From an optimization exercise on the open Yosys and OpenROAD flow, aimed at small area, a short achievable clock period and few clock cycles; shortcuts taken in it are not production practice. At most, simulation tests tie the RTL to the original design; equivalence was not proved. No activity file was given, so power comes from the tool's default toggle rates.

==> flow/design.v (excerpt) <==
module LBP(
	clk,
	reset,
	gray_addr,
	gray_req,
	gray_ready,
	gray_data,
	lbp_addr,
	lbp_valid,
	lbp_data,
	finish
);
Settings: LEC_CHECK=0, CAP_MARGIN=20, CORE_MARGIN=2, CORE_UTILIZATION=65, CTS_BUF_LIST=sky130_fd_sc_hd__clkbuf_8, SETUP_SLACK_MARGIN=3, SLEW_MARGIN=20; clock period 5.0 ns.
standard.sh (not shown) runs the stock make flow with config.mk's settings and CLKGATE_MAP_FILE= SYNTH_SCRIPT=/design/flow/synth_recipe.tcl, a recipe that flattens the netlist after the stock synthesis.
==> flow/flow/run.sh <==
#!/bin/bash
# Standard ORFS flow, with port buffers and timing repair free to use any
# buffer/gate size instead of only same-footprint swaps.
set -euo pipefail
bash standard.sh MATCH_CELL_FOOTPRINT=0 "BUFFER_PORTS_ARGS=-buffer_cell sky130_fd_sc_hd__buf_1" finish > standard_flow.log 2>&1
The baseline completed with no timing, DRC or antenna violations.
==> next run, changes <==
==> flow/flow/run.sh (replaced) <==
#!/bin/bash
# Standard ORFS flow, with port buffers and timing repair free to use any
# buffer/gate size instead of only same-footprint swaps.
set -euo pipefail
bash standard.sh MATCH_CELL_FOOTPRINT=0 "BUFFER_PORTS_ARGS=-buffer_cell sky130_fd_sc_hd__buf_2" finish > standard_flow.log 2>&1
Settings changed: CORE_UTILIZATION 65 to 80.
Now the flow did not get past clock tree synthesis, error DPL-0033. Area after synthesis is unchanged. Synthesized cell count stays the same.
Function was not checked in any run of this note: the RTL went through the layout flow alone.

========
## run 1
LBP, a different RTL version from the one above (not shown whole).
For scale: roughly 380 cells after synthesis, ~140 flip-flops, ~4400 µm² of cells after synthesis.
export LEC_CHECK = 0
export CAP_MARGIN = 20
export CORE_MARGIN = 2
export CORE_UTILIZATION = 65
export CTS_BUF_LIST = sky130_fd_sc_hd__clkbuf_8
export SETUP_SLACK_MARGIN = 3.1
export SLEW_MARGIN = 20
create_clock -name core_clock -period 5.0 [get_ports {clk}]
==> flow/flow/run.sh <==
#!/bin/bash
# Standard ORFS flow, with port buffers and timing repair free to use any
# buffer/gate size instead of only same-footprint swaps, and a clock tree
# built without dummy balancing loads.
set -euo pipefail
export CTS_ARGS="-sink_clustering_enable -repair_clock_nets -buf_list sky130_fd_sc_hd__clkbuf_8 -dont_use_dummy_load"
bash standard.sh MATCH_CELL_FOOTPRINT=0 "BUFFER_PORTS_ARGS=-buffer_cell sky130_fd_sc_hd__buf_2" finish > standard_flow.log 2>&1
Testbench counts of run 1, summed over its fixed seeds: cycles 64,518.
#### Input delta (run 2 over run 1)
- a change of SETUP_SLACK_MARGIN from 3.1 to 3
- a change of CTS_BUF_LIST from sky130_fd_sc_hd__clkbuf_8 to sky130_fd_sc_hd__clkbuf_8 sky130_fd_sc_hd__clkbuf_16
==> flow/flow/run.sh <==
#!/bin/bash
# Standard ORFS flow, with port buffers and timing repair free to use any
# buffer/gate size instead of only same-footprint swaps.
set -euo pipefail
bash standard.sh MATCH_CELL_FOOTPRINT=0 "BUFFER_PORTS_ARGS=-buffer_cell sky130_fd_sc_hd__buf_2" finish > standard_flow.log 2>&1
Results
- Going from run 1 to run 2, routed wire length saw an increase; worst hold slack after final layout neither gained nor lost much; maximum frequency decreased 5.5%; worst slack after detailed placement ~0 delta.
- Run 2: part of the total power dissipated in combinational logic 1.5 points below run 1
- [compare] base=run 1 new=run 2: length of routed met2 wiring went up; setup slack went down.
Changes in run 3 relative to run 2:
- CORE_UTILIZATION: 65 -> 60
- CTS_BUF_LIST: sky130_fd_sc_hd__clkbuf_8 sky130_fd_sc_hd__clkbuf_16 -> sky130_fd_sc_hd__clkbuf_4
==> flow/flow/run.sh <==
#!/bin/bash
# Standard ORFS flow, with port buffers and timing repair free to use any
# buffer/gate size instead of only same-footprint swaps, and a clock tree
# built without dummy balancing loads.
set -euo pipefail
export CTS_ARGS="-sink_clustering_enable -repair_clock_nets -buf_list sky130_fd_sc_hd__clkbuf_4 -root_buf sky130_fd_sc_hd__clkbuf_16 -dont_use_dummy_load"
bash standard.sh MATCH_CELL_FOOTPRINT=0 "BUFFER_PORTS_ARGS=-buffer_cell sky130_fd_sc_hd__buf_1" finish > standard_flow.log 2>&1
Findings:
- The detailed route wirelength on metal3 in run 3 is 0.69 times that in run 2.
- Run 3 vs run 2, instance count: run 3 lower
- Run 3 vs run 2 on number of tapcells: run 3 is the higher one.
Setup changes, run 3 to run 4
- CORE_UTILIZATION: 60 -> 65
==> flow/flow/run.sh <==
#!/bin/bash
# Standard ORFS flow, with port buffers and timing repair free to use any
# buffer/gate size instead of only same-footprint swaps, and a clock tree
# built without dummy balancing loads.
set -euo pipefail
export CTS_ARGS="-sink_clustering_enable -repair_clock_nets -buf_list {sky130_fd_sc_hd__clkbuf_4 sky130_fd_sc_hd__clkbuf_8} -root_buf sky130_fd_sc_hd__clkbuf_16 -dont_use_dummy_load"
bash standard.sh MATCH_CELL_FOOTPRINT=0 "BUFFER_PORTS_ARGS=-buffer_cell sky130_fd_sc_hd__buf_2" finish > standard_flow.log 2>&1
==> run notes <==
Between run 3 and run 4, the clock skew is lower for run 4.
Going from run 3 to run 4, combinational power increased by about 6% relative to the old numbers; async set or reset register ratio after synthesis closely matched the old numbers; via count increased by 1.5% relative to the old numbers; final cycle utilization of the critical path decreased by 0.73 points relative to the old numbers; global-route usage increased by 2.3 points relative to the old numbers.
Run 4 vs. run 3: share of total power in combinational logic went down by 0.2 points.
Between run 3 and run 4, final wirelength is higher for run 4, run 3 comes in under that.

========
The RTL this note starts from:
==> flow/design.v <==
`timescale 1ns/10ps
module LBP(
	clk,
	reset,
	gray_addr,
	gray_req,
	gray_ready,
	gray_data,
	lbp_addr,
	lbp_valid,
	lbp_data,
	finish
);
input clk;
input reset;
input gray_ready;
input [7:0] gray_data;
output [13:0] gray_addr;
output reg gray_req;
output reg [13:0] lbp_addr;
output reg lbp_valid;
output reg [7:0] lbp_data;
output reg finish;
localparam S  = 8;         
localparam H  = S - 2;     
localparam IW = 3;         
reg [6:0] row;
reg [6:0] col;
reg [IW-1:0] ri;           
assign gray_addr = {row, col};
wire col_end = (ri == S-1);
wire last    = (col == 7'd127) & (row == 7'd127);    
always @(posedge clk) begin
	if (~gray_ready) begin
		row <= 7'd0;
		col <= 7'd0;
		ri  <= {IW{1'b0}};
	end
	else begin
		ri <= ri + 1'b1;                                    
		if (col_end) begin
			col <= col + 7'd1;
			if (col == 7'd127) row <= row - 7'd1;           
			else               row <= row - (S - 1);       
		end
		else row <= row + 7'd1;
	end
end
reg [7:0] p [1:S+1];
integer k;
always @(posedge clk) begin
	p[1] <= gray_data;
	for (k = 2; k <= S + 1; k = k + 1) p[k] <= p[k-1];
end
function ge8;
	input [7:0] a;
	input [7:0] b;
	integer j;
	reg r;
	begin
		r = 1'b1;
		for (j = 0; j < 8; j = j + 1)
			r = (a[j] & ~b[j]) | (a[j] & r) | (~b[j] & r);
		ge8 = r;
	end
endfunction
wire [7:0] x = gray_data;
wire [7:0] c = p[S+1];
wire c_dr  = ge8(x,    c);     
wire c_r   = ge8(p[1], c);     
wire c_ur  = ge8(p[2], c);     
wire c_d   = ge8(p[S], c);     
wire x_ul  = ge8(c, x);        
wire r_l   = ge8(c, p[1]);     
wire ur_dl = ge8(c, p[2]);     
wire d_u   = ge8(c, p[S]);     
reg       q1;
reg [1:0] q2;
reg [2:0] qm [3:S];
reg [3:0] qs1;
always @(posedge clk) begin
	q1    <= x_ul;
	q2    <= {r_l, q1};
	qm[3] <= {ur_dl, q2};
	for (k = 4; k <= S; k = k + 1) qm[k] <= qm[k-1];
	qs1   <= {d_u, qm[S]};
end
wire [7:0] code = {c_dr, c_d, qs1[2], c_r, qs1[1], c_ur, qs1[3], qs1[0]};
always @(posedge clk) begin
	lbp_data <= code;
	lbp_addr <= {row - 7'd1, col - 7'd1};
end
always @(posedge clk or posedge reset) begin
	if (reset) begin
		lbp_valid <= 1'b0;
		finish    <= 1'b0;
		gray_req  <= 1'b1;
	end
	else begin
		lbp_valid <= gray_ready & ~finish & (ri >= 2) & (col >= 7'd2);
		if (gray_ready & last) begin
			finish   <= 1'b1;
			gray_req <= 1'b0;
		end
	end
end
endmodule
==> flow/config.mk <==
export PLATFORM = sky130hd
export DESIGN_NAME = LBP
export DESIGN_NICKNAME = LBP
export VERILOG_FILES = /design/flow/design.v
export SDC_FILE = /design/flow/constraint.sdc
export NUM_CORES = 4
export LEC_CHECK = 0
export CAP_MARGIN = 20
export CORE_MARGIN = 2
export CORE_UTILIZATION = 65
export CTS_BUF_LIST = sky130_fd_sc_hd__clkbuf_8
export SETUP_SLACK_MARGIN = 2.9
export SLEW_MARGIN = 20
==> flow/constraint.sdc <==
create_clock -name core_clock -period 5.0 [get_ports {clk}]
set_input_delay 1.0000 -clock core_clock [delete_from_list [all_inputs] [get_ports {clk}]]
set_output_delay 1.0000 -clock core_clock [all_outputs]
set_load 0.01 [all_outputs]
==> flow/flow/run.sh <==
#!/bin/bash
# Standard ORFS flow, with port buffers and timing repair free to use any
# buffer/gate size instead of only same-footprint swaps.
set -euo pipefail
bash standard.sh MATCH_CELL_FOOTPRINT=0 "BUFFER_PORTS_ARGS=-buffer_cell sky130_fd_sc_hd__buf_2" finish > standard_flow.log 2>&1
Next try:
CTS_CLUSTER_SIZE = 20   (was not set)
SETUP_SLACK_MARGIN = 3   (was 2.9)
- via count went up by 1.9%
- fmax hardly moves
- wire length is higher by 3.8%
- non-clock buffer count went up by 12
- cell area is higher by 2.3%
- core utilization is higher by 1.8 points
- combinational power barely changes
- worst setup slack barely changes
- first-iteration DRC count falls by 11%
- synthesized cell count is unchanged
No run of this note included a check of the RTL's function; only the layout flow was run.

========
Starts from the design.v that is shown in full above.
export LEC_CHECK = 0
export CAP_MARGIN = 20
export CORE_MARGIN = 2
export CORE_UTILIZATION = 65
export CTS_BUF_LIST = sky130_fd_sc_hd__clkbuf_8
export SETUP_SLACK_MARGIN = 2.8
export SLEW_MARGIN = 20
create_clock -name core_clock -period 5.0 [get_ports {clk}]
Scripts as last shown in full above: flow/flow/run.sh
Next try:
SETUP_SLACK_MARGIN = 2.6   (was 2.8)
Result: The changed run finished with timing, DRC and antenna clean; fmax is lower by 2.8%; cell count stays flat; routed wire length is higher by 1.3%; count of clock-buffer cells in the layout is lower by 1; power is higher by 1.5%; cell area barely changes; worst setup slack loses 0.063 ns; sequential share of layout area is lower by 0.22 points; non-clock buffer count stays the same; global-route usage is lower by 0.17 points; synthesized cell count is unchanged.
Next try:
SETUP_SLACK_MARGIN = 3.2   (was 2.6)
- count of clock-buffer cells in the layout stays the same
- utilization increases by 5.7 points
- critical path depth does not change
- worst setup slack gains 0.15 ns
- worst hold slack loses 0.0043 ns
- cell area increases by 7.2%
- maximum frequency increases by 7.1%
- routed wire length increases by 11%
Next try:
SETUP_SLACK_MARGIN = 3   (was 3.2)
Effect:
- The new run went through all stages and came out clean
- die area is unchanged
- count of clock-buffer cells in the layout is unchanged
- worst hold slack is better by 0.0050 ns
- final cell count fell by 0.74%
- cell area is lower by 4.6%
- setup slack is about the same
- clock power decreases by 11%
- maximum frequency stays flat
- power came out lower by 5.1%
- area after synthesis does not change
- wire length shrinks by 9.5%
Next try:
SETUP_SLACK_MARGIN = 2.4   (was 3)
Outcome: Count of clock-buffer cells in the layout stays the same; synthesized cell count stays the same; worst hold slack hardly moves.
No run of this note included a check of the RTL's function; only the layout flow was run.

==> afterwards: timing with drivers on the ports <==
The results above use ideal ports. As a check the final layouts listed here were re-extracted and re-timed, cells and wires unchanged. Step 1 (the two cells are an assumption about what drives the block):
set clk [get_ports {clk}]
set_driving_cell -lib_cell sky130_fd_sc_hd__clkbuf_16 $clk
set_driving_cell -lib_cell sky130_fd_sc_hd__buf_2 [delete_from_list [all_inputs] $clk]
Step 2 also shifts input and output timing later by t, the mid clock arrival at the registers, as if the neighbouring blocks saw the same clock. Slacks: ideal / step 1 / step 2; pairs: ideal / step 1.
| run | t, ns | setup slack, ns | worst hold slack (ns) | slew at the worst register clock pin (ns) |
|---|---|---|---|---|
| the first run of note 1 | 0.455 | 2.922 / 2.894 / 2.690 | 0.322 / 0.322 / 0.322 | 0.08 / 0.08 |
| run 1 | 0.444 | 3.072 / 3.047 / 2.678 | 0.319 / 0.319 / 0.319 | 0.08 / 0.08 |
| run 2 | 0.548 | 2.960 / 2.930 / 2.675 | 0.321 / 0.321 / 0.321 | 0.06 / 0.06 |
| run 3 | 0.371 | 3.001 / 3.013 / 2.642 | 0.311 / 0.311 / 0.311 | 0.13 / 0.13 |
| run 4 | 0.388 | 3.037 / 3.003 / 2.666 | 0.313 / 0.313 / 0.313 | 0.08 / 0.08 |
| the first run of note 3 | 0.449 | 2.935 / 2.907 / 2.697 | 0.325 / 0.325 / 0.325 | 0.08 / 0.08 |
| the second run of note 3 | 0.447 | 2.935 / 2.907 / 2.698 | 0.325 / 0.325 / 0.325 | 0.08 / 0.08 |
| the first run of note 4 | 0.443 | 2.854 / 2.825 / 2.603 | 0.321 / 0.321 / 0.321 | 0.08 / 0.08 |
| the second run of note 4 | 0.452 | 2.791 / 2.760 / 2.595 | 0.324 / 0.324 / 0.324 | 0.08 / 0.08 |
| the third run of note 4 | 0.451 | 2.938 / 2.910 / 2.659 | 0.320 / 0.320 / 0.320 | 0.07 / 0.07 |
| the fourth run of note 4 | 0.447 | 2.935 / 2.907 / 2.698 | 0.325 / 0.325 / 0.325 | 0.08 / 0.08 |
| the fifth run of note 4 | 0.452 | 2.791 / 2.760 / 2.595 | 0.324 / 0.324 / 0.324 | 0.08 / 0.08 |
After both steps setup and hold are still met in every run listed. For run 1, which loses most, drivers alone change the setup slack by -0.025 ns; drivers and shift together by -0.394 ns.
